From an optimization exercise on the open Yosys and OpenROAD flow, aimed at small area, a short achievable clock period and few clock cycles; shortcuts taken in it are not production practice. No run shown here included a check of the RTL's function; only the layout flow was run.

==> flow/design.v, too long to show whole: its modules and the start of the top module <==
// module convolution: 2429 lines
// module conv_fa: 4 lines
// module conv_ha: 4 lines
// module L1: 41 lines
// module CONV: 155 lines
module  CONV(
	input		  clk,
	input		  reset,
	output		  busy,
	input		  ready,
	output [11:0] iaddr,
	input  [19:0] idata,
	output	 	  cwr,
	output [11:0] caddr_wr,
	output [19:0] cdata_wr,
	output	 	  crd,
	output [11:0] caddr_rd,
	input  [19:0] cdata_rd,
	output [ 2:0] csel
	);
  // ...
==> flow/flow/run.sh <==
#!/bin/bash
# The standard layout (standard.sh), with two changes to how it is made; the
# constraints are unchanged:
#  - repair_timing aims for 8 ns of setup slack at the design's clock period;
#  - the port buffers that buffer_ports inserts on every input and output are buf_4 cells.
# Each tool's output is in orfs/logs/; make's own output is in make.log.
set -euo pipefail
bash standard.sh SETUP_SLACK_MARGIN=8 "BUFFER_PORTS_ARGS=-buffer_cell sky130_fd_sc_hd__buf_4" finish > make.log 2>&1
==> flow/standard.sh <==
#!/bin/bash
# synth_recipe.tcl (not shown) runs the flow's synth.tcl, then flattens the netlist and writes it again
# the make line also repeats each setting of config.mk as NAME=value (left out here)
make -C /OpenROAD-flow-scripts/flow DESIGN_CONFIG=/design/flow/config.mk WORK_HOME=/design/flow/orfs CLKGATE_MAP_FILE= SYNTH_SCRIPT=/design/flow/synth_recipe.tcl "${@:-finish}"
==> flow/config.mk <==
export PLATFORM = sky130hd
export DESIGN_NAME = CONV
export DESIGN_NICKNAME = CONV
export VERILOG_FILES = /design/flow/design.v
export SDC_FILE = /design/flow/constraint.sdc
export NUM_CORES = 4
export LEC_CHECK = 0
export CAP_MARGIN = 20
export CORE_MARGIN = 2
export CORE_UTILIZATION = 65
export CTS_BUF_LIST = sky130_fd_sc_hd__clkbuf_8
export CTS_CLUSTER_DIAMETER = 55
export CTS_CLUSTER_SIZE = 18
export SLEW_MARGIN = 20
export SYNTH_HIERARCHICAL = 1
export SYNTH_MINIMUM_KEEP_SIZE = 0
==> flow/constraint.sdc <==
create_clock -name core_clock -period 12.0 [get_ports {clk}]
set_input_delay 2.4000 -clock core_clock [delete_from_list [all_inputs] [get_ports {clk}]]
set_output_delay 2.4000 -clock core_clock [all_outputs]
set_load 0.01 [all_outputs]
==> summary.txt, run 1 <==
crit-path leading delay family adder cells; outcome finished clean; largest family of logic cells by synthesized area adder cells; hold_buf cts 0; Total GRT Usage 39.8%; Tcrit/Tclk final 33.4%; max layer used met5; Final Hold Viols 0; max reg flops 460; setup_tns 0 ps; initial core utilization 65.8%; # diodes 3; Root Driver clkbuf_8; achievable frequency 0.249 GHz; clkbuf count 75; CTS tree yes; CP Launch Type flop; Port Buffer Count 102; # setup viols final 0; Crit Path Class reg2reg; Synth top cells by count fa_1 (979), dfxtp_1 (724), inv_1 (269); CP max stage cell fa_2; CP most frequent cell fa_1; share of cells above drive strength 1 22.5%; die area 0.0659 mm²; hold depth 0; Place WS 7480 ps; Worst-Skew Late Latency 700 ps; nets@finish 4060; Die Wd 257 µm; gr busiest metal met2; dominant synthesized flop cell dfxtp_1; sequential share of cell area 35.8%; post-CTS setup buffer count 51; via count 22.9k; setup ws final 7990 ps
==> module CONV, before the edit <==
module  CONV(
	input		  clk,
	input		  reset,
	output		  busy,
	input		  ready,
	output [11:0] iaddr,
	input  [19:0] idata,
	output	 	  cwr,
	output [11:0] caddr_wr,
	output [19:0] cdata_wr,
	output	 	  crd,
	output [11:0] caddr_rd,
	input  [19:0] cdata_rd,
	output [ 2:0] csel
	);
localparam LAT = 2;    
reg        busy_r, done_r, run_r;
reg        zc_r;       
reg        prv_r;      
reg [11:0] ra_r;       
reg [ 3:0] rr_r;       
reg        rv_r;       
wire       l1_last;
assign busy  = busy_r;
assign iaddr = ra_r;
wire rlast = (rr_r == 4'd9);
always @(posedge clk or posedge reset) begin
	if (reset) begin
		busy_r    <= 1'b0;
		run_r     <= 1'b0;
		zc_r      <= 1'b1;
		prv_r     <= 1'b0;
		ra_r      <= 12'd4032;    
		rr_r      <= 4'd0;
		rv_r      <= 1'b0;
	end else begin
		if (!busy_r && !done_r && ready) begin
			busy_r <= 1'b1;
			run_r  <= 1'b1;
		end
		if (l1_last) begin
			busy_r <= 1'b0;
			run_r  <= 1'b0;
		end
		if (run_r) begin
			if (rlast) begin
				rr_r  <= 4'd0;
				prv_r <= !zc_r;
				if (zc_r) begin
					zc_r <= 1'b0;
					rv_r <= (ra_r[11:6] != 6'd63);
				end else if (ra_r[5:0] == 6'd63) begin
					zc_r <= 1'b1;
					rv_r <= 1'b0;
					ra_r <= ra_r - 12'd127;           
				end else begin
					ra_r <= ra_r - 12'd575;           
					rv_r <= (ra_r[11:6] != 6'd8);
				end
			end else begin
				rr_r <= rr_r + 4'd1;
				if (!zc_r) begin
					ra_r <= ra_r + 12'd64;
					rv_r <= !(rr_r == 4'd8 && ra_r[11:6] == 6'd63);
				end
			end
		end
	end
end
reg [19:0] px [0:22];
reg        vld1;                   
integer i;
always @(posedge clk) begin
	px[0] <= rv_r ? idata : 20'd0;
	for (i = 1; i < 23; i = i + 1) px[i] <= px[i-1];
end
always @(posedge clk or posedge reset) begin
	if (reset) vld1 <= 1'b0;
	else       vld1 <= run_r && prv_r && (rr_r >= 4'd2);
end
wire [19:0] res;
convolution u_conv (
	.clk(clk),
	.t0(px[0]),  .t1(px[1]),  .t2(px[2]),
	.t3(px[10]), .t4(px[11]), .t5(px[12]),
	.t6(px[20]), .t7(px[21]), .t8(px[22]),
	.res(res)
);
reg [LAT-1:0] vpipe;
always @(posedge clk or posedge reset) begin
	if (reset) vpipe <= {LAT{1'b0}};
	else       vpipe <= {vpipe, vld1};
end
wire bnext   = vpipe[LAT-1];
reg  l0_done;
wire l0_next = bnext && !l0_done;
reg        cwr_r;
reg [ 2:0] csel_r;
reg [11:0] cad_r;
reg [19:0] cdat_r;
reg [11:0] wa_r;         
reg [ 9:0] lc_r;         
wire        l1_wr;       
wire [19:0] l1_val;
assign cwr      = cwr_r;
assign csel     = csel_r;
assign caddr_wr = cad_r;
assign cdata_wr = cdat_r;
assign l1_last  = cwr_r && done_r;
always @(posedge clk or posedge reset) begin
	if (reset) begin
		cwr_r <= 1'b0; csel_r <= 3'd1;
		wa_r <= 12'd0; l0_done <= 1'b0; lc_r <= 10'd0; done_r <= 1'b0;
	end else begin
		cwr_r <= (l0_next || l1_wr) && !done_r;
		if (l0_next) begin
			csel_r <= 3'd1;
			if (wa_r[8:6] != 3'd7) wa_r <= wa_r + 12'd64;
			else if (wa_r[5:0] == 6'd63) wa_r <= wa_r + 12'd1;
			else wa_r <= wa_r - 12'd447;
			if (wa_r == 12'd4095) l0_done <= 1'b1;
		end else begin
			csel_r <= l1_wr ? 3'd3 : 3'd1;
			if (l1_wr) begin
				lc_r <= lc_r + 10'd1;
				if (lc_r == 10'd1023) done_r <= 1'b1;
			end
		end
	end
end
always @(posedge clk) begin
	if (l0_next) begin
		cad_r  <= wa_r;
		cdat_r <= res;
	end else begin
		cad_r  <= {2'b00, lc_r[9:7], lc_r[1:0], lc_r[6:2]};
		cdat_r <= l1_val;
	end
end
reg pool_on;
always @(posedge clk or posedge reset) begin
	if (reset) pool_on <= 1'b0;
	else if (l0_next && wa_r == 12'd449) pool_on <= 1'b1;    
end
L1 u_pool (
	.clk(clk),
	.reset(reset),
	.rd_next(bnext && pool_on),
	.crd(crd),
	.caddr_rd(caddr_rd),
	.cdata_rd(cdata_rd),
	.wr(l1_wr),
	.val(l1_val)
);
endmodule
==> inputs of run 2 (changes only) <==
--- a/flow/design.v
+++ b/flow/design.v
@@ -1038,135 +1038,181 @@
 reg s1_c2_0;
 reg s1_c2_1;
 reg s1_c3_0;
 reg s1_c4_0;
 reg s1_c4_1;
 reg s1_c5_0;
 reg s1_c5_1;
 reg s1_c6_0;
+reg s1_c6_1;
+reg s1_c6_2;
 reg s1_c7_0;
 reg s1_c7_1;
 reg s1_c7_2;
+reg s1_c7_3;
 reg s1_c8_0;
 reg s1_c8_1;
+reg s1_c8_2;
 reg s1_c9_0;
 reg s1_c9_1;
 reg s1_c9_2;
 reg s1_c9_3;
+reg s1_c9_4;
 reg s1_c10_0;
 reg s1_c10_1;
+reg s1_c10_2;
 reg s1_c11_0;
 reg s1_c11_1;
 reg s1_c11_2;
 reg s1_c11_3;
+reg s1_c11_4;
 reg s1_c12_0;
 reg s1_c12_1;
 reg s1_c12_2;
 reg s1_c12_3;
+reg s1_c12_4;
 reg s1_c13_0;
 reg s1_c13_1;
 reg s1_c13_2;
 reg s1_c13_3;
+reg s1_c13_4;
 reg s1_c14_0;
 reg s1_c14_1;
 reg s1_c14_2;
+reg s1_c14_3;
+reg s1_c14_4;
+reg s1_c14_5;
 reg s1_c15_0;
 reg s1_c15_1;
 reg s1_c15_2;
 reg s1_c15_3;
+reg s1_c15_4;
+reg s1_c15_5;
 reg s1_c16_0;
 reg s1_c16_1;
 reg s1_c16_2;
 reg s1_c16_3;
+reg s1_c16_4;
+reg s1_c16_5;
 reg s1_c17_0;
 reg s1_c17_1;
 reg s1_c17_2;
 reg s1_c17_3;
 reg s1_c17_4;
 reg s1_c17_5;
+reg s1_c17_6;
+reg s1_c17_7;
 reg s1_c18_0;
 reg s1_c18_1;
 reg s1_c18_2;
 reg s1_c18_3;
 reg s1_c18_4;
 reg s1_c18_5;
+reg s1_c18_6;
+reg s1_c18_7;
 reg s1_c19_0;
 reg s1_c19_1;
 reg s1_c19_2;
 reg s1_c19_3;
 reg s1_c19_4;
 reg s1_c19_5;
+reg s1_c19_6;
+reg s1_c19_7;
 reg s1_c20_0;
 reg s1_c20_1;
 reg s1_c20_2;
 reg s1_c20_3;
 reg s1_c20_4;
+reg s1_c20_5;
+reg s1_c20_6;
 reg s1_c21_0;
 reg s1_c21_1;
 reg s1_c21_2;
 reg s1_c21_3;
 reg s1_c21_4;
 reg s1_c21_5;
+reg s1_c21_6;
+reg s1_c21_7;
 reg s1_c22_0;
 reg s1_c22_1;
 reg s1_c22_2;
 reg s1_c22_3;
 reg s1_c22_4;
+reg s1_c22_5;
+reg s1_c22_6;
 reg s1_c23_0;
 reg s1_c23_1;
 reg s1_c23_2;
 reg s1_c23_3;
 reg s1_c23_4;
 reg s1_c23_5;
+reg s1_c23_6;
+reg s1_c23_7;
 reg s1_c24_0;
 reg s1_c24_1;
 reg s1_c24_2;
 reg s1_c24_3;
 reg s1_c24_4;
+reg s1_c24_5;
+reg s1_c24_6;
 reg s1_c25_0;
 reg s1_c25_1;
 reg s1_c25_2;
 reg s1_c25_3;
 reg s1_c25_4;
 reg s1_c26_0;
 reg s1_c26_1;
 reg s1_c26_2;
 reg s1_c26_3;
+reg s1_c26_4;
+reg s1_c26_5;
+reg s1_c26_6;
 reg s1_c27_0;
 reg s1_c27_1;
 reg s1_c27_2;
 reg s1_c27_3;
 reg s1_c27_4;
 reg s1_c28_0;
 reg s1_c28_1;
 reg s1_c28_2;
+reg s1_c28_3;
 reg s1_c29_0;
 reg s1_c29_1;
 reg s1_c29_2;
 reg s1_c29_3;
+reg s1_c29_4;
 reg s1_c30_0;
 reg s1_c30_1;
 reg s1_c30_2;
+reg s1_c30_3;
 reg s1_c31_0;
 reg s1_c31_1;
 reg s1_c31_2;
 reg s1_c31_3;
+reg s1_c31_4;
 reg s1_c32_0;
 reg s1_c32_1;
 reg s1_c32_2;
+reg s1_c32_3;
 reg s1_c33_0;
 reg s1_c33_1;
-reg s1_c33_2;
 reg s1_c34_0;
 reg s1_c34_1;
 reg s1_c35_0;
 reg s1_c35_1;
 reg s1_c36_0;
 reg s1_c36_1;
+reg s2_c12_0;
+reg s2_c12_1;
+reg s2_c13_0;
+reg s2_c13_1;
+reg s2_c14_0;
+reg s2_c14_1;
+reg s2_c15_0;
 reg s2_c16_0;
 reg s2_c16_1;
 reg s2_c17_0;
 reg s2_c17_1;
 reg s2_c18_0;
 reg s2_c18_1;
 reg s2_c19_0;
 reg s2_c20_0;
@@ -2071,111 +2117,111 @@
 conv_fa u2592 (w2389, w2378, w2381, w2590, w2591);
 conv_fa u2595 (w2078, w2081, w2392, w2593, w2594);
 conv_fa u2598 (w2395, w2387, w2390, w2596, w2597);
 conv_fa u2601 (w2090, w2398, w2401, w2599, w2600);
 conv_fa u2604 (w2093, w2096, w2404, w2602, w2603);
 conv_fa u2607 (w2102, w2407, w2405, w2605, w2606);
 conv_fa u2610 (w2108, w2410, w2408, w2608, w2609);
 conv_fa u2613 (w2113, w2111, w2411, w2611, w2612);
-conv_fa u2616 (w2126, w2419, w2417, w2614, w2615);
-conv_fa u2619 (w2129, w2132, w2422, w2617, w2618);
-conv_fa u2622 (w2425, w2428, w2423, w2620, w2621);
-conv_fa u2625 (w2141, w2144, w2431, w2623, w2624);
-conv_fa u2628 (w2434, w2437, w2432, w2626, w2627);
-conv_fa u2631 (w2162, w2440, w2443, w2629, w2630);
-conv_fa u2634 (w2171, w2446, w2449, w2632, w2633);
-conv_fa u2637 (w2452, w2455, w2458, w2635, w2636);
-conv_fa u2640 (w2461, w2464, w2467, w2638, w2639);
-conv_fa u2643 (w2453, w2456, w2459, w2641, w2642);
-conv_fa u2646 (w2470, w2473, w2476, w2644, w2645);
-conv_fa u2649 (w2462, w2465, w2468, w2647, w2648);
-conv_fa u2652 (w2479, w2482, w2485, w2650, w2651);
-conv_fa u2655 (w2471, w2474, w2477, w2653, w2654);
-conv_fa u2658 (w2228, w2231, w2488, w2656, w2657);
-conv_fa u2661 (w2491, w2494, w2480, w2659, w2660);
-conv_fa u2664 (w2243, w2246, w2497, w2662, w2663);
-conv_fa u2667 (w2500, w2503, w2489, w2665, w2666);
-conv_fa u2670 (w2258, w2261, w2506, w2668, w2669);
-conv_fa u2673 (w2509, w2512, w2498, w2671, w2672);
-conv_fa u2676 (w2515, w2518, w2521, w2674, w2675);
-conv_fa u2679 (w2524, w2507, w2510, w2677, w2678);
-conv_fa u2682 (w2291, w2527, w2530, w2680, w2681);
-conv_fa u2685 (w2533, w2516, w2519, w2683, w2684);
-conv_fa u2688 (w2306, w2536, w2539, w2686, w2687);
-conv_fa u2691 (w2542, w2528, w2531, w2689, w2690);
-conv_fa u2694 (w2318, w2321, w2545, w2692, w2693);
-conv_fa u2697 (w2548, w2551, w2537, w2695, w2696);
-conv_fa u2700 (w2330, w2333, w2554, w2698, w2699);
-conv_fa u2703 (w2557, w2546, w2549, w2701, w2702);
-conv_fa u2706 (w2560, w2563, w2566, w2704, w2705);
-conv_fa u2709 (w2354, w2357, w2569, w2707, w2708);
-conv_fa u2712 (w2572, w2561, w2564, w2710, w2711);
-conv_fa u2715 (w2366, w2575, w2578, w2713, w2714);
-conv_fa u2718 (w2581, w2584, w2576, w2716, w2717);
-conv_fa u2721 (w2384, w2587, w2590, w2719, w2720);
-conv_fa u2724 (w2593, w2596, w2588, w2722, w2723);
-conv_fa u2727 (w2393, w2396, w2599, w2725, w2726);
-conv_fa u2730 (w2399, w2402, w2602, w2728, w2729);
-conv_fa u2733 (s1_c7_0, s1_c7_1, s1_c7_2, w2731, w2732);
-conv_fa u2736 (s1_c9_0, s1_c9_1, s1_c9_2, w2734, w2735);
-conv_fa u2739 (s1_c11_0, s1_c11_1, s1_c11_2, w2737, w2738);
-conv_fa u2742 (s1_c12_0, s1_c12_1, s1_c12_2, w2740, w2741);
-conv_fa u2745 (s1_c13_0, s1_c13_1, s1_c13_2, w2743, w2744);
-conv_fa u2748 (s1_c14_0, s1_c14_1, s1_c14_2, w2746, w2747);
-conv_fa u2751 (s1_c15_0, s1_c15_1, s1_c15_2, w2749, w2750);
-conv_fa u2754 (s1_c16_0, s1_c16_1, s1_c16_2, w2752, w2753);
-conv_fa u2757 (s1_c17_0, s1_c17_1, s1_c17_2, w2755, w2756);
-conv_fa u2760 (s1_c17_3, s1_c17_4, s1_c17_5, w2758, w2759);
-conv_fa u2763 (s1_c18_0, s1_c18_1, s1_c18_2, w2761, w2762);
-conv_fa u2766 (s1_c18_3, s1_c18_4, s1_c18_5, w2764, w2765);
-conv_fa u2769 (s1_c19_0, s1_c19_1, s1_c19_2, w2767, w2768);
-conv_fa u2772 (s1_c19_3, s1_c19_4, s1_c19_5, w2770, w2771);
-conv_fa u2775 (s1_c20_0, s1_c20_1, s1_c20_2, w2773, w2774);
-conv_ha u2778 (s1_c20_3, s1_c20_4, w2776, w2777);
-conv_fa u2781 (s1_c21_0, s1_c21_1, s1_c21_2, w2779, w2780);
-conv_fa u2784 (s1_c21_3, s1_c21_4, s1_c21_5, w2782, w2783);
-conv_fa u2787 (s1_c22_0, s1_c22_1, s1_c22_2, w2785, w2786);
-conv_ha u2790 (s1_c22_3, s1_c22_4, w2788, w2789);
-conv_fa u2793 (s1_c23_0, s1_c23_1, s1_c23_2, w2791, w2792);
-conv_fa u2796 (s1_c23_3, s1_c23_4, s1_c23_5, w2794, w2795);
-conv_fa u2799 (s1_c24_0, s1_c24_1, s1_c24_2, w2797, w2798);
-conv_ha u2802 (s1_c24_3, s1_c24_4, w2800, w2801);
-conv_fa u2805 (s1_c25_0, s1_c25_1, s1_c25_2, w2803, w2804);
-conv_ha u2808 (s1_c25_3, s1_c25_4, w2806, w2807);
-conv_fa u2811 (s1_c26_0, s1_c26_1, s1_c26_2, w2809, w2810);
-conv_fa u2814 (s1_c27_0, s1_c27_1, s1_c27_2, w2812, w2813);
-conv_fa u2817 (s1_c28_0, s1_c28_1, s1_c28_2, w2815, w2816);
-conv_fa u2820 (s1_c29_0, s1_c29_1, s1_c29_2, w2818, w2819);
-conv_fa u2823 (s1_c30_0, s1_c30_1, s1_c30_2, w2821, w2822);
-conv_fa u2826 (s1_c31_0, s1_c31_1, s1_c31_2, w2824, w2825);
-conv_fa u2829 (s1_c32_0, s1_c32_1, s1_c32_2, w2827, w2828);
-conv_fa u2832 (s1_c33_0, s1_c33_1, s1_c33_2, w2830, w2831);
-conv_fa u2835 (s1_c8_0, s1_c8_1, w2732, w2833, w2834);
-conv_fa u2838 (s1_c10_0, s1_c10_1, w2735, w2836, w2837);
-conv_fa u2841 (s1_c12_3, w2740, w2738, w2839, w2840);
-conv_fa u2844 (s1_c13_3, w2743, w2741, w2842, w2843);
-conv_fa u2847 (s1_c15_3, w2749, w2747, w2845, w2846);
-conv_fa u2850 (s1_c16_3, w2752, w2750, w2848, w2849);
+conv_fa u2616 (s1_c6_0, s1_c6_1, s1_c6_2, w2614, w2615);
+conv_fa u2619 (s1_c7_0, s1_c7_1, s1_c7_2, w2617, w2618);
+conv_fa u2622 (s1_c8_0, s1_c8_1, s1_c8_2, w2620, w2621);
+conv_fa u2625 (s1_c9_0, s1_c9_1, s1_c9_2, w2623, w2624);
+conv_fa u2628 (s1_c10_0, s1_c10_1, s1_c10_2, w2626, w2627);
+conv_fa u2631 (s1_c11_0, s1_c11_1, s1_c11_2, w2629, w2630);
+conv_fa u2634 (s1_c12_0, s1_c12_1, s1_c12_2, w2632, w2633);
+conv_fa u2637 (s1_c13_0, s1_c13_1, s1_c13_2, w2635, w2636);
+conv_fa u2640 (s1_c14_0, s1_c14_1, s1_c14_2, w2638, w2639);
+conv_fa u2643 (s1_c14_3, s1_c14_4, s1_c14_5, w2641, w2642);
+conv_fa u2646 (s1_c15_0, s1_c15_1, s1_c15_2, w2644, w2645);
+conv_fa u2649 (s1_c15_3, s1_c15_4, s1_c15_5, w2647, w2648);
+conv_fa u2652 (s1_c16_0, s1_c16_1, s1_c16_2, w2650, w2651);
+conv_fa u2655 (s1_c16_3, s1_c16_4, s1_c16_5, w2653, w2654);
+conv_fa u2658 (s1_c17_0, s1_c17_1, s1_c17_2, w2656, w2657);
+conv_fa u2661 (s1_c17_3, s1_c17_4, s1_c17_5, w2659, w2660);
+conv_fa u2664 (s1_c18_0, s1_c18_1, s1_c18_2, w2662, w2663);
+conv_fa u2667 (s1_c18_3, s1_c18_4, s1_c18_5, w2665, w2666);
+conv_fa u2670 (s1_c19_0, s1_c19_1, s1_c19_2, w2668, w2669);
+conv_fa u2673 (s1_c19_3, s1_c19_4, s1_c19_5, w2671, w2672);
+conv_fa u2676 (s1_c20_0, s1_c20_1, s1_c20_2, w2674, w2675);
+conv_fa u2679 (s1_c20_3, s1_c20_4, s1_c20_5, w2677, w2678);
+conv_fa u2682 (s1_c21_0, s1_c21_1, s1_c21_2, w2680, w2681);
+conv_fa u2685 (s1_c21_3, s1_c21_4, s1_c21_5, w2683, w2684);
+conv_fa u2688 (s1_c22_0, s1_c22_1, s1_c22_2, w2686, w2687);
+conv_fa u2691 (s1_c22_3, s1_c22_4, s1_c22_5, w2689, w2690);
+conv_fa u2694 (s1_c23_0, s1_c23_1, s1_c23_2, w2692, w2693);
+conv_fa u2697 (s1_c23_3, s1_c23_4, s1_c23_5, w2695, w2696);
+conv_fa u2700 (s1_c24_0, s1_c24_1, s1_c24_2, w2698, w2699);
+conv_fa u2703 (s1_c24_3, s1_c24_4, s1_c24_5, w2701, w2702);
+conv_fa u2706 (s1_c25_0, s1_c25_1, s1_c25_2, w2704, w2705);
+conv_fa u2709 (s1_c26_0, s1_c26_1, s1_c26_2, w2707, w2708);
+conv_fa u2712 (s1_c26_3, s1_c26_4, s1_c26_5, w2710, w2711);
+conv_fa u2715 (s1_c27_0, s1_c27_1, s1_c27_2, w2713, w2714);
+conv_fa u2718 (s1_c28_0, s1_c28_1, s1_c28_2, w2716, w2717);
+conv_fa u2721 (s1_c29_0, s1_c29_1, s1_c29_2, w2719, w2720);
+conv_fa u2724 (s1_c30_0, s1_c30_1, s1_c30_2, w2722, w2723);
+conv_fa u2727 (s1_c31_0, s1_c31_1, s1_c31_2, w2725, w2726);
+conv_fa u2730 (s1_c32_0, s1_c32_1, s1_c32_2, w2728, w2729);
+conv_fa u2733 (s1_c7_3, w2617, w2615, w2731, w2732);
+conv_fa u2736 (s1_c9_3, s1_c9_4, w2623, w2734, w2735);
+conv_fa u2739 (s1_c11_3, s1_c11_4, w2629, w2737, w2738);
+conv_fa u2742 (s1_c12_3, s1_c12_4, w2632, w2740, w2741);
+conv_fa u2745 (s1_c13_3, s1_c13_4, w2635, w2743, w2744);
+conv_fa u2748 (w2638, w2641, w2636, w2746, w2747);
+conv_fa u2751 (w2644, w2647, w2639, w2749, w2750);
+conv_fa u2754 (w2650, w2653, w2645, w2752, w2753);
+conv_fa u2757 (s1_c17_6, s1_c17_7, w2656, w2755, w2756);
+conv_fa u2760 (w2659, w2651, w2654, w2758, w2759);
+conv_fa u2763 (s1_c18_6, s1_c18_7, w2662, w2761, w2762);
+conv_fa u2766 (w2665, w2657, w2660, w2764, w2765);
+conv_fa u2769 (s1_c19_6, s1_c19_7, w2668, w2767, w2768);
+conv_fa u2772 (w2671, w2663, w2666, w2770, w2771);
+conv_fa u2775 (s1_c20_6, w2674, w2677, w2773, w2774);
+conv_ha u2778 (w2669, w2672, w2776, w2777);
+conv_fa u2781 (s1_c21_6, s1_c21_7, w2680, w2779, w2780);
+conv_fa u2784 (w2683, w2675, w2678, w2782, w2783);
+conv_fa u2787 (s1_c22_6, w2686, w2689, w2785, w2786);
+conv_ha u2790 (w2681, w2684, w2788, w2789);
+conv_fa u2793 (s1_c23_6, s1_c23_7, w2692, w2791, w2792);
+conv_fa u2796 (w2695, w2687, w2690, w2794, w2795);
+conv_fa u2799 (s1_c24_6, w2698, w2701, w2797, w2798);
+conv_ha u2802 (w2693, w2696, w2800, w2801);
+conv_fa u2805 (s1_c25_3, s1_c25_4, w2704, w2803, w2804);
+conv_ha u2808 (w2699, w2702, w2806, w2807);
+conv_fa u2811 (s1_c26_6, w2707, w2710, w2809, w2810);
+conv_fa u2814 (s1_c27_3, s1_c27_4, w2713, w2812, w2813);
+conv_fa u2817 (s1_c28_3, w2716, w2714, w2815, w2816);
+conv_fa u2820 (s1_c29_3, s1_c29_4, w2719, w2818, w2819);
+conv_fa u2823 (s1_c30_3, w2722, w2720, w2821, w2822);
+conv_fa u2826 (s1_c31_3, s1_c31_4, w2725, w2824, w2825);
+conv_fa u2829 (s1_c32_3, w2728, w2726, w2827, w2828);
+conv_fa u2832 (s1_c33_0, s1_c33_1, w2729, w2830, w2831);
+conv_fa u2835 (w2620, w2618, w2732, w2833, w2834);
+conv_fa u2838 (w2626, w2624, w2735, w2836, w2837);
+conv_fa u2841 (w2630, w2740, w2738, w2839, w2840);
+conv_fa u2844 (w2633, w2743, w2741, w2842, w2843);
+conv_fa u2847 (w2642, w2749, w2747, w2845, w2846);
+conv_fa u2850 (w2648, w2752, w2750, w2848, w2849);
 conv_fa u2853 (w2755, w2758, w2753, w2851, w2852);
 conv_fa u2856 (w2761, w2764, w2756, w2854, w2855);
 conv_fa u2859 (w2767, w2770, w2762, w2857, w2858);
 conv_fa u2862 (w2773, w2776, w2768, w2860, w2861);
 conv_fa u2865 (w2779, w2782, w2774, w2863, w2864);
 conv_fa u2868 (w2785, w2788, w2780, w2866, w2867);
 conv_fa u2871 (w2791, w2794, w2786, w2869, w2870);
 conv_fa u2874 (w2797, w2800, w2792, w2872, w2873);
 conv_fa u2877 (w2803, w2806, w2798, w2875, w2876);
-conv_fa u2880 (s1_c26_3, w2809, w2804, w2878, w2879);
-conv_fa u2883 (s1_c27_3, s1_c27_4, w2812, w2881, w2882);
-conv_fa u2886 (s1_c29_3, w2818, w2816, w2884, w2885);
-conv_fa u2889 (s1_c31_3, w2824, w2822, w2887, w2888);
+conv_fa u2880 (w2705, w2809, w2804, w2878, w2879);
+conv_fa u2883 (w2708, w2711, w2812, w2881, w2882);
+conv_fa u2886 (w2717, w2818, w2816, w2884, w2885);
+conv_fa u2889 (w2723, w2824, w2822, w2887, w2888);
 conv_fa u2892 (s1_c34_0, s1_c34_1, w2831, w2890, w2891);
-conv_fa u2895 (s1_c9_3, w2734, w2834, w2893, w2894);
-conv_fa u2898 (s1_c11_3, w2737, w2837, w2896, w2897);
+conv_fa u2895 (w2621, w2734, w2834, w2893, w2894);
+conv_fa u2898 (w2627, w2737, w2837, w2896, w2897);
 conv_fa u2901 (w2746, w2744, w2843, w2899, w2900);
 conv_fa u2904 (w2759, w2854, w2852, w2902, w2903);
 conv_fa u2907 (w2765, w2857, w2855, w2905, w2906);
 conv_fa u2910 (w2771, w2860, w2858, w2908, w2909);
 conv_fa u2913 (w2777, w2863, w2861, w2911, w2912);
 conv_fa u2916 (w2783, w2866, w2864, w2914, w2915);
 conv_fa u2919 (w2789, w2869, w2867, w2917, w2918);
 conv_fa u2922 (w2795, w2872, w2870, w2920, w2921);
@@ -2241,148 +2287,194 @@
 assign w3000 = w2941 ^ w2939 ^ 1'b0;
 assign w3001 = (w2941 & w2939) | (w2941 & 1'b0) | (w2939 & 1'b0);
 assign w3002 = w2890 ^ w2942 ^ 1'b1;
 assign w3003 = (w2890 & w2942) | (w2890 & 1'b1) | (w2942 & 1'b1);
 assign w3004 = w2944 ^ 1'b1 ^ 1'b0;
 assign w3005 = (w2944 & 1'b1) | (w2944 & 1'b0) | (1'b1 & 1'b0);
 assign w3006 = w2947 ^ w2945 ^ 1'b1;
 assign w3007 = (w2947 & w2945) | (w2947 & 1'b1) | (w2945 & 1'b1);
-wire [16:0] lowsum = {1'b0, {w2968, w2967, w2965, w2963, w2961, w2960, w2959, w2958, w2731, w2957, w2955, w2954, w2953, w2951, w2950, s1_c0_0}} + {1'b0, {1'b0, w2899, w2966, w2964, w2962, 1'b0, w2893, 1'b0, 1'b0, s1_c6_0, w2956, 1'b0, s1_c3_0, w2952, 1'b0, 1'b0}};
+wire [12:0] lowsum = {1'b0, {w2961, w2960, w2959, w2958, w2731, w2957, w2955, w2954, w2953, w2951, w2950, s1_c0_0}} + {1'b0, {w2962, 1'b0, w2893, 1'b0, 1'b0, w2614, w2956, 1'b0, s1_c3_0, w2952, 1'b0, 1'b0}};
 always @(posedge clk) begin
   s1_c0_0 <= w1000;
   s1_c1_0 <= w1003;
   s1_c1_1 <= w1001;
   s1_c2_0 <= w1004;
   s1_c2_1 <= w1666;
   s1_c3_0 <= w2116;
   s1_c4_0 <= w2117;
   s1_c4_1 <= w2413;
   s1_c5_0 <= w2416;
   s1_c5_1 <= w2414;
-  s1_c6_0 <= w2614;
-  s1_c7_0 <= w2420;
-  s1_c7_1 <= w2617;
-  s1_c7_2 <= w2615;
-  s1_c8_0 <= w2620;
-  s1_c8_1 <= w2618;
-  s1_c9_0 <= w2426;
-  s1_c9_1 <= w2429;
-  s1_c9_2 <= w2623;
-  s1_c9_3 <= w2621;
-  s1_c10_0 <= w2626;
-  s1_c10_1 <= w2624;
-  s1_c11_0 <= w2435;
-  s1_c11_1 <= w2438;
-  s1_c11_2 <= w2629;
-  s1_c11_3 <= w2627;
-  s1_c12_0 <= w2441;
-  s1_c12_1 <= w2444;
-  s1_c12_2 <= w2632;
-  s1_c12_3 <= w2630;
-  s1_c13_0 <= w2447;
-  s1_c13_1 <= w2450;
-  s1_c13_2 <= w2635;
-  s1_c13_3 <= w2633;
-  s1_c14_0 <= w2638;
-  s1_c14_1 <= w2641;
-  s1_c14_2 <= w2636;
-  s1_c15_0 <= w2644;
-  s1_c15_1 <= w2647;
-  s1_c15_2 <= w2639;
-  s1_c15_3 <= w2642;
-  s1_c16_0 <= w2650;
-  s1_c16_1 <= w2653;
-  s1_c16_2 <= w2645;
-  s1_c16_3 <= w2648;
-  s1_c17_0 <= w2483;
-  s1_c17_1 <= w2486;
-  s1_c17_2 <= w2656;
-  s1_c17_3 <= w2659;
-  s1_c17_4 <= w2651;
-  s1_c17_5 <= w2654;
-  s1_c18_0 <= w2492;
-  s1_c18_1 <= w2495;
-  s1_c18_2 <= w2662;
-  s1_c18_3 <= w2665;
-  s1_c18_4 <= w2657;
-  s1_c18_5 <= w2660;
-  s1_c19_0 <= w2501;
-  s1_c19_1 <= w2504;
-  s1_c19_2 <= w2668;
-  s1_c19_3 <= w2671;
-  s1_c19_4 <= w2663;
-  s1_c19_5 <= w2666;
-  s1_c20_0 <= w2513;
-  s1_c20_1 <= w2674;
-  s1_c20_2 <= w2677;
-  s1_c20_3 <= w2669;
-  s1_c20_4 <= w2672;
-  s1_c21_0 <= w2522;
-  s1_c21_1 <= w2525;
-  s1_c21_2 <= w2680;
-  s1_c21_3 <= w2683;
-  s1_c21_4 <= w2675;
-  s1_c21_5 <= w2678;
-  s1_c22_0 <= w2534;
-  s1_c22_1 <= w2686;
-  s1_c22_2 <= w2689;
-  s1_c22_3 <= w2681;
-  s1_c22_4 <= w2684;
-  s1_c23_0 <= w2540;
-  s1_c23_1 <= w2543;
-  s1_c23_2 <= w2692;
-  s1_c23_3 <= w2695;
-  s1_c23_4 <= w2687;
-  s1_c23_5 <= w2690;
-  s1_c24_0 <= w2552;
-  s1_c24_1 <= w2698;
-  s1_c24_2 <= w2701;
-  s1_c24_3 <= w2693;
-  s1_c24_4 <= w2696;
-  s1_c25_0 <= w2555;
-  s1_c25_1 <= w2558;
-  s1_c25_2 <= w2704;
-  s1_c25_3 <= w2699;
-  s1_c25_4 <= w2702;
-  s1_c26_0 <= w2567;
-  s1_c26_1 <= w2707;
-  s1_c26_2 <= w2710;
-  s1_c26_3 <= w2705;
-  s1_c27_0 <= w2570;
-  s1_c27_1 <= w2573;
-  s1_c27_2 <= w2713;
-  s1_c27_3 <= w2708;
-  s1_c27_4 <= w2711;
-  s1_c28_0 <= w2579;
-  s1_c28_1 <= w2716;
-  s1_c28_2 <= w2714;
-  s1_c29_0 <= w2582;
-  s1_c29_1 <= w2585;
-  s1_c29_2 <= w2719;
-  s1_c29_3 <= w2717;
-  s1_c30_0 <= w2591;
-  s1_c30_1 <= w2722;
-  s1_c30_2 <= w2720;
-  s1_c31_0 <= w2594;
-  s1_c31_1 <= w2597;
-  s1_c31_2 <= w2725;
-  s1_c31_3 <= w2723;
-  s1_c32_0 <= w2600;
-  s1_c32_1 <= w2728;
-  s1_c32_2 <= w2726;
+  s1_c6_0 <= w2126;
+  s1_c6_1 <= w2419;
+  s1_c6_2 <= w2417;
+  s1_c7_0 <= w2129;
+  s1_c7_1 <= w2132;
+  s1_c7_2 <= w2422;
+  s1_c7_3 <= w2420;
+  s1_c8_0 <= w2425;
+  s1_c8_1 <= w2428;
+  s1_c8_2 <= w2423;
+  s1_c9_0 <= w2141;
+  s1_c9_1 <= w2144;
+  s1_c9_2 <= w2431;
+  s1_c9_3 <= w2426;
+  s1_c9_4 <= w2429;
+  s1_c10_0 <= w2434;
+  s1_c10_1 <= w2437;
+  s1_c10_2 <= w2432;
+  s1_c11_0 <= w2162;
+  s1_c11_1 <= w2440;
+  s1_c11_2 <= w2443;
+  s1_c11_3 <= w2435;
+  s1_c11_4 <= w2438;
+  s1_c12_0 <= w2171;
+  s1_c12_1 <= w2446;
+  s1_c12_2 <= w2449;
+  s1_c12_3 <= w2441;
+  s1_c12_4 <= w2444;
+  s1_c13_0 <= w2452;
+  s1_c13_1 <= w2455;
+  s1_c13_2 <= w2458;
+  s1_c13_3 <= w2447;
+  s1_c13_4 <= w2450;
+  s1_c14_0 <= w2461;
+  s1_c14_1 <= w2464;
+  s1_c14_2 <= w2467;
+  s1_c14_3 <= w2453;
+  s1_c14_4 <= w2456;
+  s1_c14_5 <= w2459;
+  s1_c15_0 <= w2470;
+  s1_c15_1 <= w2473;
+  s1_c15_2 <= w2476;
+  s1_c15_3 <= w2462;
+  s1_c15_4 <= w2465;
+  s1_c15_5 <= w2468;
+  s1_c16_0 <= w2479;
+  s1_c16_1 <= w2482;
+  s1_c16_2 <= w2485;
+  s1_c16_3 <= w2471;
+  s1_c16_4 <= w2474;
+  s1_c16_5 <= w2477;
+  s1_c17_0 <= w2228;
+  s1_c17_1 <= w2231;
+  s1_c17_2 <= w2488;
+  s1_c17_3 <= w2491;
+  s1_c17_4 <= w2494;
+  s1_c17_5 <= w2480;
+  s1_c17_6 <= w2483;
+  s1_c17_7 <= w2486;
+  s1_c18_0 <= w2243;
+  s1_c18_1 <= w2246;
+  s1_c18_2 <= w2497;
+  s1_c18_3 <= w2500;
+  s1_c18_4 <= w2503;
+  s1_c18_5 <= w2489;
+  s1_c18_6 <= w2492;
+  s1_c18_7 <= w2495;
+  s1_c19_0 <= w2258;
+  s1_c19_1 <= w2261;
+  s1_c19_2 <= w2506;
+  s1_c19_3 <= w2509;
+  s1_c19_4 <= w2512;
+  s1_c19_5 <= w2498;
+  s1_c19_6 <= w2501;
+  s1_c19_7 <= w2504;
+  s1_c20_0 <= w2515;
+  s1_c20_1 <= w2518;
+  s1_c20_2 <= w2521;
+  s1_c20_3 <= w2524;
+  s1_c20_4 <= w2507;
+  s1_c20_5 <= w2510;
+  s1_c20_6 <= w2513;
+  s1_c21_0 <= w2291;
+  s1_c21_1 <= w2527;
+  s1_c21_2 <= w2530;
+  s1_c21_3 <= w2533;
+  s1_c21_4 <= w2516;
+  s1_c21_5 <= w2519;
+  s1_c21_6 <= w2522;
+  s1_c21_7 <= w2525;
+  s1_c22_0 <= w2306;
+  s1_c22_1 <= w2536;
+  s1_c22_2 <= w2539;
+  s1_c22_3 <= w2542;
+  s1_c22_4 <= w2528;
+  s1_c22_5 <= w2531;
+  s1_c22_6 <= w2534;
+  s1_c23_0 <= w2318;
+  s1_c23_1 <= w2321;
+  s1_c23_2 <= w2545;
+  s1_c23_3 <= w2548;
+  s1_c23_4 <= w2551;
+  s1_c23_5 <= w2537;
+  s1_c23_6 <= w2540;
+  s1_c23_7 <= w2543;
+  s1_c24_0 <= w2330;
+  s1_c24_1 <= w2333;
+  s1_c24_2 <= w2554;
+  s1_c24_3 <= w2557;
+  s1_c24_4 <= w2546;
+  s1_c24_5 <= w2549;
+  s1_c24_6 <= w2552;
+  s1_c25_0 <= w2560;
+  s1_c25_1 <= w2563;
+  s1_c25_2 <= w2566;
+  s1_c25_3 <= w2555;
+  s1_c25_4 <= w2558;
+  s1_c26_0 <= w2354;
+  s1_c26_1 <= w2357;
+  s1_c26_2 <= w2569;
+  s1_c26_3 <= w2572;
+  s1_c26_4 <= w2561;
+  s1_c26_5 <= w2564;
+  s1_c26_6 <= w2567;
+  s1_c27_0 <= w2366;
+  s1_c27_1 <= w2575;
+  s1_c27_2 <= w2578;
+  s1_c27_3 <= w2570;
+  s1_c27_4 <= w2573;
+  s1_c28_0 <= w2581;
+  s1_c28_1 <= w2584;
+  s1_c28_2 <= w2576;
+  s1_c28_3 <= w2579;
+  s1_c29_0 <= w2384;
+  s1_c29_1 <= w2587;
+  s1_c29_2 <= w2590;
+  s1_c29_3 <= w2582;
+  s1_c29_4 <= w2585;
+  s1_c30_0 <= w2593;
+  s1_c30_1 <= w2596;
+  s1_c30_2 <= w2588;
+  s1_c30_3 <= w2591;
+  s1_c31_0 <= w2393;
+  s1_c31_1 <= w2396;
+  s1_c31_2 <= w2599;
+  s1_c31_3 <= w2594;
+  s1_c31_4 <= w2597;
+  s1_c32_0 <= w2399;
+  s1_c32_1 <= w2402;
+  s1_c32_2 <= w2602;
+  s1_c32_3 <= w2600;
   s1_c33_0 <= w2605;
   s1_c33_1 <= w2603;
-  s1_c33_2 <= w2729;
   s1_c34_0 <= w2608;
   s1_c34_1 <= w2606;
   s1_c35_0 <= w2611;
   s1_c35_1 <= w2609;
   s1_c36_0 <= w2114;
   s1_c36_1 <= w2612;
+  s2_c12_0 <= w2963;
+  s2_c12_1 <= w2964;
+  s2_c13_0 <= w2965;
+  s2_c13_1 <= w2966;
+  s2_c14_0 <= w2967;
+  s2_c14_1 <= w2899;
+  s2_c15_0 <= w2968;
   s2_c16_0 <= w2969;
   s2_c16_1 <= w2970;
   s2_c17_0 <= w2971;
   s2_c17_1 <= w2972;
   s2_c18_0 <= w2973;
   s2_c18_1 <= w2902;
   s2_c19_0 <= w2974;
   s2_c20_0 <= w2975;
@@ -2415,22 +2507,22 @@
   s2_c34_0 <= w3001;
   s2_c34_1 <= w3002;
   s2_c35_0 <= w3003;
   s2_c35_1 <= w3004;
   s2_c36_0 <= w3005;
   s2_c36_1 <= w3006;
   s2_c37_0 <= w3007;
   s2_c37_1 <= w2948;
-  s_cin <= lowsum[16];
+  s_cin <= lowsum[12];
 end
-wire [21:0] ra = {s2_c37_0, s2_c36_0, s2_c35_0, s2_c34_0, s2_c33_0, s2_c32_0, s2_c31_0, s2_c30_0, s2_c29_0, s2_c28_0, s2_c27_0, s2_c26_0, s2_c25_0, s2_c24_0, s2_c23_0, s2_c22_0, s2_c21_0, s2_c20_0, s2_c19_0, s2_c18_0, s2_c17_0, s2_c16_0};
-wire [21:0] rb = {s2_c37_1, s2_c36_1, s2_c35_1, s2_c34_1, s2_c33_1, s2_c32_1, 1'b0, s2_c30_1, s2_c29_1, s2_c28_1, s2_c27_1, s2_c26_1, s2_c25_1, s2_c24_1, s2_c23_1, s2_c22_1, s2_c21_1, s2_c20_1, 1'b0, s2_c18_1, s2_c17_1, s2_c16_1};
-wire [21:0] acc = ra + rb + s_cin;
-assign res = acc[21] ? 20'd0 : acc[19:0];
+wire [25:0] ra = {s2_c37_0, s2_c36_0, s2_c35_0, s2_c34_0, s2_c33_0, s2_c32_0, s2_c31_0, s2_c30_0, s2_c29_0, s2_c28_0, s2_c27_0, s2_c26_0, s2_c25_0, s2_c24_0, s2_c23_0, s2_c22_0, s2_c21_0, s2_c20_0, s2_c19_0, s2_c18_0, s2_c17_0, s2_c16_0, s2_c15_0, s2_c14_0, s2_c13_0, s2_c12_0};
+wire [25:0] rb = {s2_c37_1, s2_c36_1, s2_c35_1, s2_c34_1, s2_c33_1, s2_c32_1, 1'b0, s2_c30_1, s2_c29_1, s2_c28_1, s2_c27_1, s2_c26_1, s2_c25_1, s2_c24_1, s2_c23_1, s2_c22_1, s2_c21_1, s2_c20_1, 1'b0, s2_c18_1, s2_c17_1, s2_c16_1, 1'b0, s2_c14_1, s2_c13_1, s2_c12_1};
+wire [25:0] acc = ra + rb + s_cin;
+assign res = acc[25] ? 20'd0 : acc[23:4];
 endmodule
 module conv_fa(input a, input b, input c, output s, output co);
 assign s = a ^ b ^ c;
 assign co = (a & b) | (a & c) | (b & c);
 endmodule
 module conv_ha(input a, input b, output s, output co);
 assign s = a ^ b;
 assign co = a & b;
@@ -2492,30 +2584,31 @@
 	output [11:0] caddr_rd,
 	input  [19:0] cdata_rd,
 	output [ 2:0] csel
 	);
 localparam LAT = 2;    
 reg        busy_r, done_r, run_r;
 reg        zc_r;       
 reg        prv_r;      
-reg [11:0] ra_r;       
+reg [11:0] rx_r;       
+wire [11:0] ra_r = rx_r ^ 12'hfc0;
 reg [ 3:0] rr_r;       
 reg        rv_r;       
 wire       l1_last;
 assign busy  = busy_r;
 assign iaddr = ra_r;
 wire rlast = (rr_r == 4'd9);
 always @(posedge clk or posedge reset) begin
 	if (reset) begin
 		busy_r    <= 1'b0;
 		run_r     <= 1'b0;
 		zc_r      <= 1'b1;
 		prv_r     <= 1'b0;
-		ra_r      <= 12'd4032;    
+		rx_r      <= 12'd0;       
 		rr_r      <= 4'd0;
 		rv_r      <= 1'b0;
 	end else begin
 		if (!busy_r && !done_r && ready) begin
 			busy_r <= 1'b1;
 			run_r  <= 1'b1;
 		end
 		if (l1_last) begin
@@ -2527,25 +2620,25 @@
 				rr_r  <= 4'd0;
 				prv_r <= !zc_r;
 				if (zc_r) begin
 					zc_r <= 1'b0;
 					rv_r <= (ra_r[11:6] != 6'd63);
 				end else if (ra_r[5:0] == 6'd63) begin
 					zc_r <= 1'b1;
 					rv_r <= 1'b0;
-					ra_r <= ra_r - 12'd127;           
+					rx_r <= (ra_r - 12'd127) ^ 12'hfc0;    
 				end else begin
-					ra_r <= ra_r - 12'd575;           
+					rx_r <= (ra_r - 12'd575) ^ 12'hfc0;    
 					rv_r <= (ra_r[11:6] != 6'd8);
 				end
 			end else begin
 				rr_r <= rr_r + 4'd1;
 				if (!zc_r) begin
-					ra_r <= ra_r + 12'd64;
+					rx_r <= (ra_r + 12'd64) ^ 12'hfc0;
 					rv_r <= !(rr_r == 4'd8 && ra_r[11:6] == 6'd63);
 				end
 			end
 		end
 	end
 end
 reg [19:0] px [0:22];
 reg        vld1;                   
==> summary.txt, run 2 <==
row count 94 (was 92); Longest Clk Path Bufs 3 (unchanged); Max-Cap Viols 0 (unchanged); asr flop ratio synth 8.00% (was 8.47%); Die Wd 260 µm (was 257 µm); cell count after synthesis 2799 (was 2689); Critical Path End Type flop (unchanged); cell area after synthesis 0.0428 mm² (was 0.0415 mm²); area of the multi-input gates 0.0244 mm² (was 0.0243 mm²); Die Span Y 260 µm (was 257 µm); reg2reg start px[2][9]$_DFF_P_ (was px[0][6]$_SDFF_PN0_); Top Ports 105 (unchanged); CTS Sinks 837 (was 791); share of cells above drive strength 1 10.3% (was 22.5%); worst path required time 12600 ps (was 12560 ps); Yosys top cell area share 45.7% (was 47.2%); dominant synthesized flop cell dfxtp_1 (unchanged); Worst Max-Slew Pin Slew 902 ps (was 871 ps); Top reg by flops px (unchanged); CTS H-tree lvls 3 (unchanged); commonest cells after routing, fill and taps aside fa_1 (977), dfxtp_1 (764), inv_1 (281) (was fa_1 (927), dfxtp_1 (568), inv_1 (215)); Mapped Nets 3910 (was 3801); setup_tns 0 ps (unchanged); commonest non-fill, non-tap cell in the layout fa_1 (unchanged); DR iter-0 viols 2574 (was 2522); CP Launch Type flop (unchanged); TritonCTS Buffers 72 (was 68); initial antenna violation count 8 (unchanged); syn_area_per_cell 15.3 µm² (was 15.4 µm²); area leader, netlist fa_1 (unchanged); sequential cell area 0.0171 mm² (was 0.0166 mm²); Root Driver clkbuf_8 (unchanged); post-synthesis sequential area ratio 40.0% (was 39.0%); final slew viol count 0 (unchanged); global-route wire length before repair 182000 µm (was 180000 µm); Total GRT Usage 39.7% (was 39.8%); Residual DRC 0 (unchanged); Yosys reg bits 837 (was 791); Worst-Skew Late Latency 730 ps (was 700 ps); Placed Instances 3732 (was 3609); Port Buffer Count 102 (unchanged); fillers 4108 (was 3800); Final Hold Viols 0 (unchanged); slew margin rel. 39.8% (was 41.9%); achievable frequency 0.253 GHz (was 0.249 GHz); via count 23.1k (was 22.9k); Tcrit/Tclk final 33.0% (was 33.4%); initial core utilization 65.4% (was 65.8%); clk_skew 48.0 ps (was 24.8 ps); vias per inst 5.98 (was 5.96); Synth top cells by count fa_1 (977), dfxtp_1 (770), inv_1 (275) (was fa_1 (979), dfxtp_1 (724), inv_1 (269)); max reg flops 460 (unchanged); HP Start px[18][8]$_DFF_P_ (was u_pool.r1[18]$_DFF_P_); EDFF count, synth 0 (unchanged); vias in the first global route 25.6k (about the same); outcome finished clean (unchanged); synth unique cells 80 (was 72); CTS tree yes (unchanged); Synth warnings 11 (unchanged); Area growth syn-to-layout 7.45% (was 11.8%); Pre-antenna DRT Iters 5 (was 6); Final ANT Viol Nets 0 (unchanged); GP Congestion 1.07 (was 1.05); clock slew at reported path FFs 100 ps (about the same); grt total ovfl 0 (unchanged); unrepaired setup endpoints after global routing false (was true); area of the core 0.0654 mm² (was 0.0631 mm²); final wirelength 128000 µm (was 126000 µm); die area 0.0679 mm² (was 0.0659 mm²); per-cell routed wire length 33.3 µm (was 32.8 µm); critical path data arrival time 4560 ps (was 4570 ps); critical path fanouts, max 6 (was 4); hold_buf cts 0 (unchanged); post-layout min period 3960 ps (was 4010 ps); Hold Path Class reg2reg (unchanged); dpl hpwl 109000 µm (was 106000 µm); nets@finish 4054 (was 4060); # setup viols final 0 (unchanged); most common cell in the netlist fa_1 (unchanged); Cell Count, Final, Fillers Out 3856 (was 3840); main area contributors after synthesis fa_1 (46%), dfxtp_1 (36%), dfrtp_1 (3.9%), ha_1 (2.7%), inv_1 (2.4%) (was fa_1 (47%), dfxtp_1 (35%), dfrtp_1 (3.6%), ha_1 (2.7%), inv_1 (2.4%)); Setup crit start px[2][9]$_DFF_P_ (was px[0][6]$_SDFF_PN0_); largest net degree at the start of global routing 51 (unchanged); Crit Path Class reg2reg (unchanged)
[run 2: cells by family (layout without fill, tap and decap cells)]
kind of cell	Yosys count	count (layout)	synth area share (%)
flops	837	837	40.0
simple gates	319	319	3.73
mux	45	45	1.20
fa+ha+maj	1068	1068	48.4
other cells	2	4	0.0176
xor+xnor	58	58	1.21
compound gates	159	159	2.53
buf+inv	311	502	2.94
[run 2: timing repair]
action                                  CTS  global route
endpoints found under the setup margin   10             9
cloned                                    0             0
gates resized for setup                   6             4
buffers inserted                          0             1
[run 2: metrics by stage]
step	hold slack [ps]	util, %	setup WS (ps)	area, µm²
after CTS	297	70.2	8010	45900
after global routing	304	70.3	8020	45900
after global placement	310	67.9	7940	44400
final	294	70.3	8040	45900
after floorplan	310	-	8400	42800
after detailed placement	312	67.9	7930	44400
[run 2: worst max-delay path, cell delays in order, from the launching register on]
cell	delay, ps
dfxtp_1	690
inv_1	320
fa_1	650
fa_1	630
fa_1	610
fa_1	440
fa_1	480
[run 2: metal layers]
| layer | vias up | GRT usage [%] | wire [µm] |
|---|---|---|---|
| li1 | 8971 | - | - |
| met1 | 12200 | 53.8 | 49400 |
| met2 | 1532 | 59.0 | 56900 |
| met3 | 308 | 15.6 | 16900 |
| met4 | 6 | 14.2 | 5260 |
| met5 | - | 0 | 37 |
[run 2: worst paths after layout]
path / endpoint / slack (ps) / cells past startpoint
max in group asynchronous: rx_r[6]$_DFFE_PP0P_ / 9620 / 2
worst max-delay path: u_conv.s1_c21_1$_DFF_P_ / 8040 / 6
worst max register to register: u_conv.s1_c21_1$_DFF_P_ / 8040 / 6
worst min register to register: px[19][8]$_DFF_P_ / 290 / 0
min in group asynchronous: u_pool.qd[2]$_DFF_PP0_ / 1770 / 2
worst min-delay path: px[19][8]$_DFF_P_ / 290 / 0
[run 2: layout make-up]
class | instances | area share (%)
tap | 864 | 2.35
timing repair buffer | 105 | 1.72
antenna | 2 | 0.0109
clock buffer | 76 | 2.28
clock inverter | 45 | 0.988
multi-input combinational | 1651 | 53.2
sequential | 837 | 37.2
inverter | 276 | 2.27
[run 2: Yosys stat by module (local to each module, per instance)]
| module | copies in the design | cell area [µm²] | flops+latches | cells inside |
|---|---|---|---|---|
| CONV | 1 | 13200 | 542 | 887 |
| L1 | 1 | 2900 | 77 | 229 |
| conv_fa | 977 | 20.0 | 0 | 1 |
| conv_ha | 6 | 12.5 | 0 | 1 |
| convolution | 1 | 7060 | 218 | 700 |
==> inputs of run 3 (changes only) <==
==> flow/flow/run.sh (replaced) <==
#!/bin/bash
# The standard layout (standard.sh), with two changes to how it is made; the
# constraints are unchanged:
#  - repair_timing aims for 9 ns of setup slack at the design's clock period;
#  - the port buffers that buffer_ports inserts on every input and output are buf_4 cells.
# Each tool's output is in orfs/logs/; make's own output is in make.log.
set -euo pipefail
bash standard.sh SETUP_SLACK_MARGIN=9 "BUFFER_PORTS_ARGS=-buffer_cell sky130_fd_sc_hd__buf_4" finish > make.log 2>&1
==> summary.txt, run 3 <==
Yosys reg bits 837 (unchanged); Yosys top cell area share 45.7% (unchanged); Longest Clk Path Bufs 3 (unchanged); Die Span Y 260 µm (unchanged); vias in the first global route 27.1k (was 25.6k); Pre-antenna DRT Iters 7 (was 5); per-cell routed wire length 32.1 µm (was 33.3 µm); initial core utilization 65.4% (unchanged); post-layout min period 3760 ps (was 3960 ps); outcome finished clean (unchanged); Final Hold Viols 0 (unchanged); # setup viols final 0 (unchanged); Worst-Skew Late Latency 730 ps (about the same); vias per inst 5.97 (was 5.98); Residual DRC 0 (unchanged); worst path required time 9600 ps (was 12600 ps); area leader, netlist fa_1 (unchanged); GP Congestion 1.09 (was 1.07); critical path fanouts, max 2 (was 6); global-route wire length before repair 187000 µm (was 182000 µm); post-route design area 0.0512 mm² (was 0.0459 mm²); row count 94 (unchanged); Placement Cell Area 0.0448 mm² (was 0.0444 mm²); Die Wd 260 µm (unchanged); via count 24.9k (was 23.1k); Crit Path Class reg2out (was reg2reg); slew margin rel. 37.8% (was 39.8%); dpl hpwl 106000 µm (was 109000 µm); Port Buffer Count 102 (unchanged); CTS tree yes (unchanged); achievable frequency 0.266 GHz (was 0.253 GHz); largest net degree at the start of global routing 51 (unchanged); Synth top cells by count fa_1 (977), dfxtp_1 (770), inv_1 (275) (unchanged); setup_tns 0 ps (unchanged); sequential cell area 0.0178 mm² (was 0.0171 mm²); cell count after synthesis 2799 (unchanged); EDFF count, synth 0 (unchanged); TritonCTS Buffers 72 (unchanged); Area growth syn-to-layout 19.8% (was 7.45%); Top reg by flops px (unchanged); post-synthesis sequential area ratio 40.0% (unchanged); Top Ports 105 (unchanged); Hold Path Class reg2reg (unchanged); initial antenna violation count 6 (was 8); CTS Sinks 837 (unchanged); hold_ws 322 ps (was 294 ps); asr flop ratio synth 8.00% (unchanged); clock slew at reported path FFs 110 ps (was 100 ps); commonest non-fill, non-tap cell in the layout fa_1 (unchanged); final slew viol count 0 (unchanged); hold_buf cts 0 (unchanged); CP Launch Type flop (unchanged); commonest cells after routing, fill and taps aside fa_1 (595), dfxtp_1 (566), fa_2 (382) (was fa_1 (977), dfxtp_1 (764), inv_1 (281)); critical path data arrival time 1360 ps (was 4560 ps); clk_skew 32.6 ps (was 48.0 ps); Max-Cap Viols 0 (unchanged); final wirelength 134000 µm (was 128000 µm); Synth warnings 11 (unchanged); grt total ovfl 0 (unchanged); area of the core 0.0654 mm² (unchanged); Mapped Nets 3910 (unchanged); dominant synthesized flop cell dfxtp_1 (unchanged); most common cell in the netlist fa_1 (unchanged); Tcrit/Tclk final 31.3% (was 33.0%); syn_area_per_cell 15.3 µm² (unchanged); share of cells above drive strength 1 40.8% (was 10.3%); die area 0.0679 mm² (unchanged); Worst Max-Slew Pin Slew 933 ps (was 902 ps); Final ANT Viol Nets 0 (unchanged); cell area after synthesis 0.0428 mm² (unchanged); Final Util 78.4% (was 70.3%); synth unique cells 80 (unchanged); CTS H-tree lvls 3 (unchanged); unrepaired setup endpoints after global routing true (was false); DR iter-0 viols 2946 (was 2574); max reg flops 460 (unchanged); fillers 3501 (was 4108); nets@finish 4362 (was 4054); Critical Path End Type output pin (was flop); area of the multi-input gates 0.0255 mm² (was 0.0244 mm²); Total GRT Usage 40.5% (was 39.7%); main area contributors after synthesis fa_1 (46%), dfxtp_1 (36%), dfrtp_1 (3.9%), ha_1 (2.7%), inv_1 (2.4%) (unchanged); Root Driver clkbuf_8 (unchanged)
[run 3: changes by cell type in the layout (fill, tap and decap cells not counted), moves of 16 or more]
cell / before / now
fa_2: 0 / 382
dfxtp_1: 764 / 566
inv_1: 281 / 148
buf_12: 0 / 39
fa_1: 977 / 595
inv_4: 0 / 44
dfxtp_4: 0 / 158
buf_6: 0 / 125
inv_2: 0 / 65
dfxtp_2: 6 / 46
buf_4: 105 / 244
inv_6: 7 / 23
[run 3: layout make-up]
cell class              instances  share of cell area, %
flip-flops and latches        837                   34.7
clock buffers                  77                   2.07
well taps                     864                   2.11
repair buffers                411                   7.93
multi-input cells            1653                   49.7
inverters                     276                   2.61
clock inverters                51                  0.928
diodes                          1                0.00488
[run 3: what timing repair did]
item,CTS,global route
endpoints found under the setup margin,216,236
buffers inserted,255,51
resized for setup,669,122
cloned,1,1
pin swaps,312,155
[run 3: critical path, stage by stage (launching register included)]
cell and delay, ps:
dfrtp_1 420, inv_2 100, buf_6 120
[run 3: metrics by stage]
stage / instances / worst slack (ps)
after floorplan: 2799 / 8990
after global placement: 3732 / 8360
after detailed placement: 3732 / 8330
after CTS: 4116 / 8220
after global routing: 4170 / 8210
final: 4170 / 8240
[run 3: Yosys stat by module, one instance, submodules excluded]
module,copies in the design,cells inside,flops+latches
CONV,1,887,542
convolution,1,700,218
L1,1,229,77
conv_fa,977,1,0
conv_ha,6,1,0
[run 3: kinds of logic (layout without fill, tap and decap cells)]
kind of cell               Yosys count  after routing  share of synthesized area [%]
muxes                               45             45                           1.20
adders and majority gates         1068           1068                           48.4
DFF                                837            837                           40.0
other                                2              3                         0.0176
buffers and inverters              311            815                           2.94
AOI/OAI and AO/OA                  159            161                           2.53
xor gates and xnor gates            58             58                           1.21
and+or+nand+nor                    319            319                           3.73
[run 3: routing by layer]
layer  wire length [µm]  track usage (%)  share of wire [%]
met4               7340             17.0                5.5
met1              49100             53.6                 37
met3              17700             16.5                 13
met2              59700             60.2                 45
met5                144            0.926               0.11
[run 3: final timing paths]
check | start | end | slack (ps) | cells after the start
max reg2reg | rx_r[10]$_DFFE_PP0P_ | rv_r$_DFFE_PP0P_ | 8530 | 24
max in group asynchronous | reset | u_pool.crd_r$_DFF_PP0_ | 9770 | 2
min in group asynchronous | reset | csel_r[1]$_DFF_PP0_ | 1670 | 2
max | rx_r[10]$_DFFE_PP0P_ | iaddr[10] | 8240 | 2
min reg2reg | px[18][18]$_DFF_P_ | px[19][18]$_DFF_P_ | 320 | 0
min | px[18][18]$_DFF_P_ | px[19][18]$_DFF_P_ | 320 | 0
==> inputs of run 4 (changes only) <==
==> flow/flow/run.sh (replaced) <==
#!/bin/bash
# The standard layout (standard.sh), with two changes to how it is made; the
# constraints are unchanged:
#  - repair_timing aims for 8.5 ns of setup slack at the design's clock period;
#  - the port buffers that buffer_ports inserts on every input and output are buf_4 cells.
# Each tool's output is in orfs/logs/; make's own output is in make.log.
set -euo pipefail
bash standard.sh SETUP_SLACK_MARGIN=8.5 "BUFFER_PORTS_ARGS=-buffer_cell sky130_fd_sc_hd__buf_4" finish > make.log 2>&1
==> summary.txt, run 4 <==
outcome finished clean (unchanged); Port Buffer Count 102 (unchanged); TritonCTS Buffers 74 (was 72); via count 23.9k (was 24.9k); clk_skew 43.2 ps (was 32.6 ps); Die Wd 260 µm (unchanged); Longest Clk Path Bufs 3 (unchanged); most common cell in the netlist fa_1 (unchanged); CTS Sinks 837 (unchanged); vias in the first global route 26.1k (was 27.1k); post-layout min period 3700 ps (was 3760 ps); Worst-Skew Late Latency 710 ps (was 730 ps); Final ANT Viol Nets 0 (unchanged); synth unique cells 80 (unchanged); GP Congestion 1.07 (was 1.09); final wirelength 130000 µm (was 134000 µm); per-cell routed wire length 32.4 µm (was 32.1 µm); Top reg by flops px (unchanged); Tcrit/Tclk final 30.8% (was 31.3%); DR iter-0 viols 2706 (was 2946); dpl hpwl 107000 µm (was 106000 µm); row count 94 (unchanged); area leader, netlist fa_1 (unchanged); commonest non-fill, non-tap cell in the layout fa_1 (unchanged); final slew viol count 0 (unchanged); initial antenna violation count 11 (was 6); post-synthesis sequential area ratio 40.0% (unchanged); critical path data arrival time 1300 ps (was 1360 ps); setup slack, reg-to-reg 8510 ps (was 8530 ps); Die Span Y 260 µm (unchanged); share of cells above drive strength 1 23.5% (was 40.8%); global-route wire length before repair 183000 µm (was 187000 µm); largest net degree at the start of global routing 51 (unchanged); hold_buf cts 0 (unchanged); Critical Path End Type output pin (unchanged); Placed Instances 3733 (was 3732); Cell Count, Final, Fillers Out 3996 (was 4170); hold_ws 322 ps (about the same); asr flop ratio synth 8.00% (unchanged); max reg flops 460 (unchanged); Synth warnings 11 (unchanged); CP Launch Type flop (unchanged); syn_area_per_cell 15.3 µm² (unchanged); largest family of logic cells by synthesized area adder cells (unchanged); Synth top cells by count fa_1 (977), dfxtp_1 (770), inv_1 (275) (unchanged); setup ws final 8300 ps (was 8240 ps); initial core utilization 65.4% (unchanged); Pre-antenna DRT Iters 5 (was 7); Residual DRC 0 (unchanged); vias per inst 5.98 (was 5.97); Yosys reg bits 837 (unchanged); Synth Area in Simple Gates 3.73% (unchanged); Final Hold Viols 0 (unchanged); reg2reg start px[0][8]$_SDFF_PN0_ (was rx_r[10]$_DFFE_PP0P_); CTS H-tree lvls 3 (unchanged); slew margin rel. 42.6% (was 37.8%); achievable frequency 0.271 GHz (was 0.266 GHz); area of the core 0.0654 mm² (unchanged); Hold Path Class reg2reg (unchanged); die area 0.0679 mm² (unchanged); unrepaired setup endpoints after global routing true (unchanged); post-synthesis mux area share 1.20% (unchanged); Yosys top cell area share 45.7% (unchanged); CTS tree yes (unchanged); worst path required time 9600 ps (about the same)
[run 4: Yosys stat by module (local to each module, per instance)]
module,cell area [µm²],times used,flip-flops and latches
conv_ha,12.5,6,0
convolution,7060,1,218
CONV,13200,1,542
conv_fa,20.0,977,0
L1,2900,1,77
[run 4: layout make-up]
class,instances,area [µm²]
Clock buffer,76,1050
Multi-Input combinational cell,1651,24500
Tap cell,864,1080
Sequential cell,837,17500
Fill cell,3860,17300
Clock inverter,49,556
Antenna cell,5,12.5
Inverter,276,1220
Timing Repair Buffer,238,2120
[run 4: kinds of logic after synthesis]
logic type / Yosys count
other: 2
multiplexers: 45
flip-flops: 837
adder cells (fa/ha/maj): 1068
XOR/XNOR: 58
AND/OR/NAND/NOR: 319
AO/OA/AOI/OAI: 159
buffers and inverters: 311
[run 4: routing by layer]
layer / GRT usage [%] / vias to the layer above / wire [µm]
li1: - / 9256 / -
met5: 0 / - / 19
met1: 53.1 / 12700 / 49100
met3: 15.6 / 319 / 16800
met2: 59.6 / 1634 / 58400
met4: 14.0 / 4 / 5300
[run 4: per-stage QoR]
stage	area (µm²)
global placement	44400
floorplan	42800
global route	48100
detailed placement	44400
CTS	47400
finish	48100
[run 4: worst max-delay path, stage by stage, from the launching register on]
cell	delay (ps)
dfrtp_2	430
inv_2	80
buf_6	100
[run 4: how the worst min path moves through the flow]
| stage | from | to | slack, ps | cells after the start |
|---|---|---|---|---|
| final | px[9][17]$_DFF_P_ | px[10][17]$_DFF_P_ | 320 | 0 |
| after global placement | px[15][13]$_DFF_P_ | px[16][13]$_DFF_P_ | 310 | 0 |
| after global routing | px[17][11]$_DFF_P_ | px[18][11]$_DFF_P_ | 320 | 0 |
| after CTS | px[17][11]$_DFF_P_ | px[18][11]$_DFF_P_ | 320 | 0 |
| after detailed placement | px[3][8]$_DFF_P_ | px[4][8]$_DFF_P_ | 310 | 0 |
| after floorplan | px[9][0]$_DFF_P_ | px[10][0]$_DFF_P_ | 310 | 0 |
[run 4: timing repair]
item,4_1_cts,5_1_grt
resized for setup,318,109
setup buffers,76,56
pin swaps,2,23
endpoints found under the setup margin,192,140

what the ideal ports hide:
No port has a modelled driver above. Below, the same layouts with a new extraction and two added sets of constraints.
Step 1: set_driving_cell puts a clkbuf_16 on clk and a buf_2 on each other input, an assumption about the parent block.
Step 2, shift: input delay + t, output delay - t, t = (earliest + latest rising clock arrival at the registers) / 2. This alone moves slack from input paths to output paths.
Three values: no drivers, after step 1, after step 2; two values: the first two.
| run | t, ns | setup WS [ns] | latest minus earliest clock arrival (ns) | worst register clock-pin slew, ns | cell pins on the clock port's net |
|---|---|---|---|---|---|
| run 1 | 0.739 | 7.988 / 7.988 / 7.988 | 0.030 / 0.030 | 0.11 / 0.11 | 1 |
| run 2 | 0.769 | 8.042 / 8.009 / 8.042 | 0.049 / 0.050 | 0.11 / 0.11 | 1 |
| run 3 | 0.772 | 8.244 / 8.181 / 8.528 | 0.035 / 0.034 | 0.11 / 0.11 | 1 |
| run 4 | 0.747 | 8.305 / 8.245 / 8.513 | 0.046 / 0.046 | 0.11 / 0.11 | 1 |
After both steps every run listed still meets setup and hold.
